This is an optimization exercise on Yosys and OpenROAD, whose aim is small area and a short achievable clock period, not a production implementation. In this exercise RTL edits were held to simulation tests only and were not proved equivalent to the original.

==> run Z <==
Design processor, start of the top module:
module processor(
      input wire rst_i,
      input wire clk_i,
      input wire [79:0] inst_i,
      input wire [63:0] data_i,
      input wire i_mem_error_i,
      input wire d_mem_error_i,
      output wire write_o,
      output wire [63:0] pc_o,
      output wire [63:0] addr_o,
      output wire [63:0] data_o,
      output wire [63:0] rax_o, rcx_o, rdx_o, rbx_o, rsp_o, rbp_o, rsi_o, rdi_o, r8_o, r9_o, r10_o, r11_o, r12_o, r13_o, r14_o
      );
      localparam [3:0] I_HALT = 4'h0, I_NOP = 4'h1, I_CXX = 4'h2, I_IXX = 4'h3,
                       I_RMMOVQ = 4'h4, I_MRMOVQ = 4'h5, I_OPQ = 4'h6, I_JXX = 4'h7,
                       I_CALL = 4'h8, I_RET = 4'h9, I_PUSHQ = 4'hA, I_POPQ = 4'hB;
      localparam [3:0] NREG = 4'hF, RSP = 4'h4;
      wire clk = clk_i;
      wire rst = rst_i;
      reg  [63:0] F_predPC;
      reg  [63:0] PC;                
      reg  [3:0]  D_icode;
      reg  [3:0]  D_ifun;
      reg  [3:0]  D_srcA, D_srcB, D_dstE, D_dstM;
      reg  [63:0] D_val;             
      reg         D_exc;
      reg  [63:0] E_valA;            
      reg  [63:0] E_aluA;            
      reg  [63:0] E_aluB;            
      reg  [3:0]  E_ifun;
      reg  [3:0]  E_dstE, E_dstM;
      reg         E_exc;
      reg         E_sub, E_and, E_xor, E_arith;   
      reg         E_opq, E_cxx, E_jxx, E_ret, E_load;
      reg         E_wr, E_aE, E_aA;               
      reg         cc_Z, cc_S, cc_O;               
      reg         cc_pend, cc_ofen, cc_ob;        
      reg  [63:0] M_valE, M_valA;
  ...
Settings: LEC_CHECK=0, CAP_MARGIN=20, CORE_MARGIN=2, CORE_UTILIZATION=35, CTS_BUF_LIST=sky130_fd_sc_hd__clkbuf_8, PLACE_DENSITY=0.45, SETUP_SLACK_MARGIN=4.7, SLEW_MARGIN=20, TNS_END_PERCENT=10; clock period 8.0 ns.
standard.sh (not shown) runs the stock make flow with config.mk's settings and CLKGATE_MAP_FILE= SYNTH_SCRIPT=/design/flow/synth_recipe.tcl, a recipe that flattens the netlist after the stock synthesis.
==> flow/flow/run.sh <==
#!/bin/bash
# Own flow: the standard layout, with single-drive buffers on the ports
# instead of the default delay-cell buffers. Each step's output goes to its
# own log in this folder.
set -euo pipefail
bash standard.sh synth > synth.log 2>&1
bash standard.sh 'BUFFER_PORTS_ARGS=-buffer_cell sky130_fd_sc_hd__buf_1' finish > layout.log 2>&1
==> run M (differences from run Z) <==
--- a/flow/config.mk
+++ b/flow/config.mk
@@ -9,5 +9,4 @@
 export CORE_MARGIN = 2
-export CORE_UTILIZATION = 35
-export CTS_BUF_LIST = sky130_fd_sc_hd__clkbuf_8
-export PLACE_DENSITY = 0.45
+export CORE_UTILIZATION = 65
+export PLACE_DENSITY = 0.75
 export SETUP_SLACK_MARGIN = 4.7
==> run X (differences from run Z) <==
--- a/flow/config.mk
+++ b/flow/config.mk
@@ -10,6 +10,3 @@
 export CORE_UTILIZATION = 35
-export CTS_BUF_LIST = sky130_fd_sc_hd__clkbuf_8
 export PLACE_DENSITY = 0.45
-export SETUP_SLACK_MARGIN = 4.7
 export SLEW_MARGIN = 20
-export TNS_END_PERCENT = 10
==> impl_metrics.csv <==
group,metric,value,unit
worst_setup_path,path_cells,"nor4_1 > buf_4 > nand4_1 > nor4_1 > a21boi_0 > o211ai_1 > and2_1 > o22ai_1 > nand2_4 > o221ai_1 > a21oi_1",
worst_setup_path,r2r-end,"E_aluB[35]$_DFF_P_",
worst_setup_path,crit_path_start_kind,"register",
detailed_routing,met1_length,202,mm
final_layout,finalInstanceArea,95500,um2
clocking,cts_buffers,196,
detailed_routing,wire_per_inst,49.8,um
worst_setup_path,critPathBufInv,1,
floorplan,start_util,0.352,
status,status,"finished clean",
min_path,whs_path_depth,0,
timing,final_hold_viol_count,0,
power_and_ir_drop,power_sequential,0.0121,W
Source of the figures above: run X

==> impl_metrics.csv <==
group,metric,value,unit
status,status,"finished clean",
timing,setup_viol,0,
worst_setup_path,path_cells,"nor4_4 > nand4_1 > nor4_4 > buf_4 > a211o_1 > o211ai_1 > buf_4 > buf_6 > buf_4 > and3_4 > a21oi_1 > a211oi_2",
detailed_routing,wire_per_inst,51.3,um
clocking,cts_buffers,334,
worst_setup_path,r2r-end,"PC[3]$_SDFF_PP0_",
min_path,whs_path_depth,0,
timing,final_hold_viol_count,0,
final_layout,finalInstanceArea,105000,um2
power_and_ir_drop,power_sequential,0.0121,W
yosys,syn_inst,7422,
worst_setup_path,crit_path_start_kind,"register",
floorplan,start_util,0.352,
power_and_ir_drop,p_leak,36.9,nW
detailed_routing,met1_length,220,mm
Source of the figures above: run Z

==> impl_metrics.csv <==
group,metric,value,unit
status,status,"stopped before the end",
status,haltStage,"3_2_place_iop",
status,error_line,"[ERROR PPL-0024] Number of IO pins (1301) exceeds maximum number of available positions (1282). Increase the die perimeter from 1418.94um to 1769.36um.",
yosys,syn_nets,7643,
yosys,synth.most_common_cell,"edfxtp_1",
floorplan,fp-row-count,128,
yosys,synth_compound_area_frac,0.222,
yosys,synthTopCellsByCount,"edfxtp_1, nand2_1, dfxtp_1, a22oi_1, clkbuf_1",
yosys,synth.largest_area_cell,"edfxtp_1",
floorplan,die_w,355,um
yosys,synth_top_family_by_area,"compound AO/OA/AOI/OAI gates",
yosys,synth_flop_cell,"edfxtp_1",
floorplan,start_util,0.656,
Source of the figures above: run M

## what the ideal ports hide
Ports are ideal in the flow. The routed layouts listed here were re-timed in OpenROAD.
Step 1 (the two cells are an assumption about what drives the block):
set clk [get_ports {clk_i}]
set_driving_cell -lib_cell sky130_fd_sc_hd__clkbuf_16 $clk
set_driving_cell -lib_cell sky130_fd_sc_hd__buf_2 [delete_from_list [all_inputs] $clk]
Step 2 adds t to the input delays and takes it off the output delays; t is the mean of the earliest and latest rising clock arrival at the registers after step 1. Input paths then give back, and output paths get back, about the clock's delay inside the block.
Three values: ideal, step 1, step 2; two values: the first two.
| run | shift t [ns] | setup slack, ns | worst setup path at the end | latest minus earliest clock arrival (ns) | worst data-port slew with drivers (ns) |
|---|---|---|---|---|---|
| run Z | 1.181 | 3.896 / 3.896 / 3.119 | input to register | 0.085 / 0.085 | 0.33 |
| run X | 0.990 | 2.201 / 2.201 / 2.201 | register to register | 0.052 / 0.051 | 0.22 |
After both steps setup and hold are still met in every run listed. For run Z, which loses most, drivers alone change the setup slack by 0.000 ns; drivers and shift together by -0.777 ns.
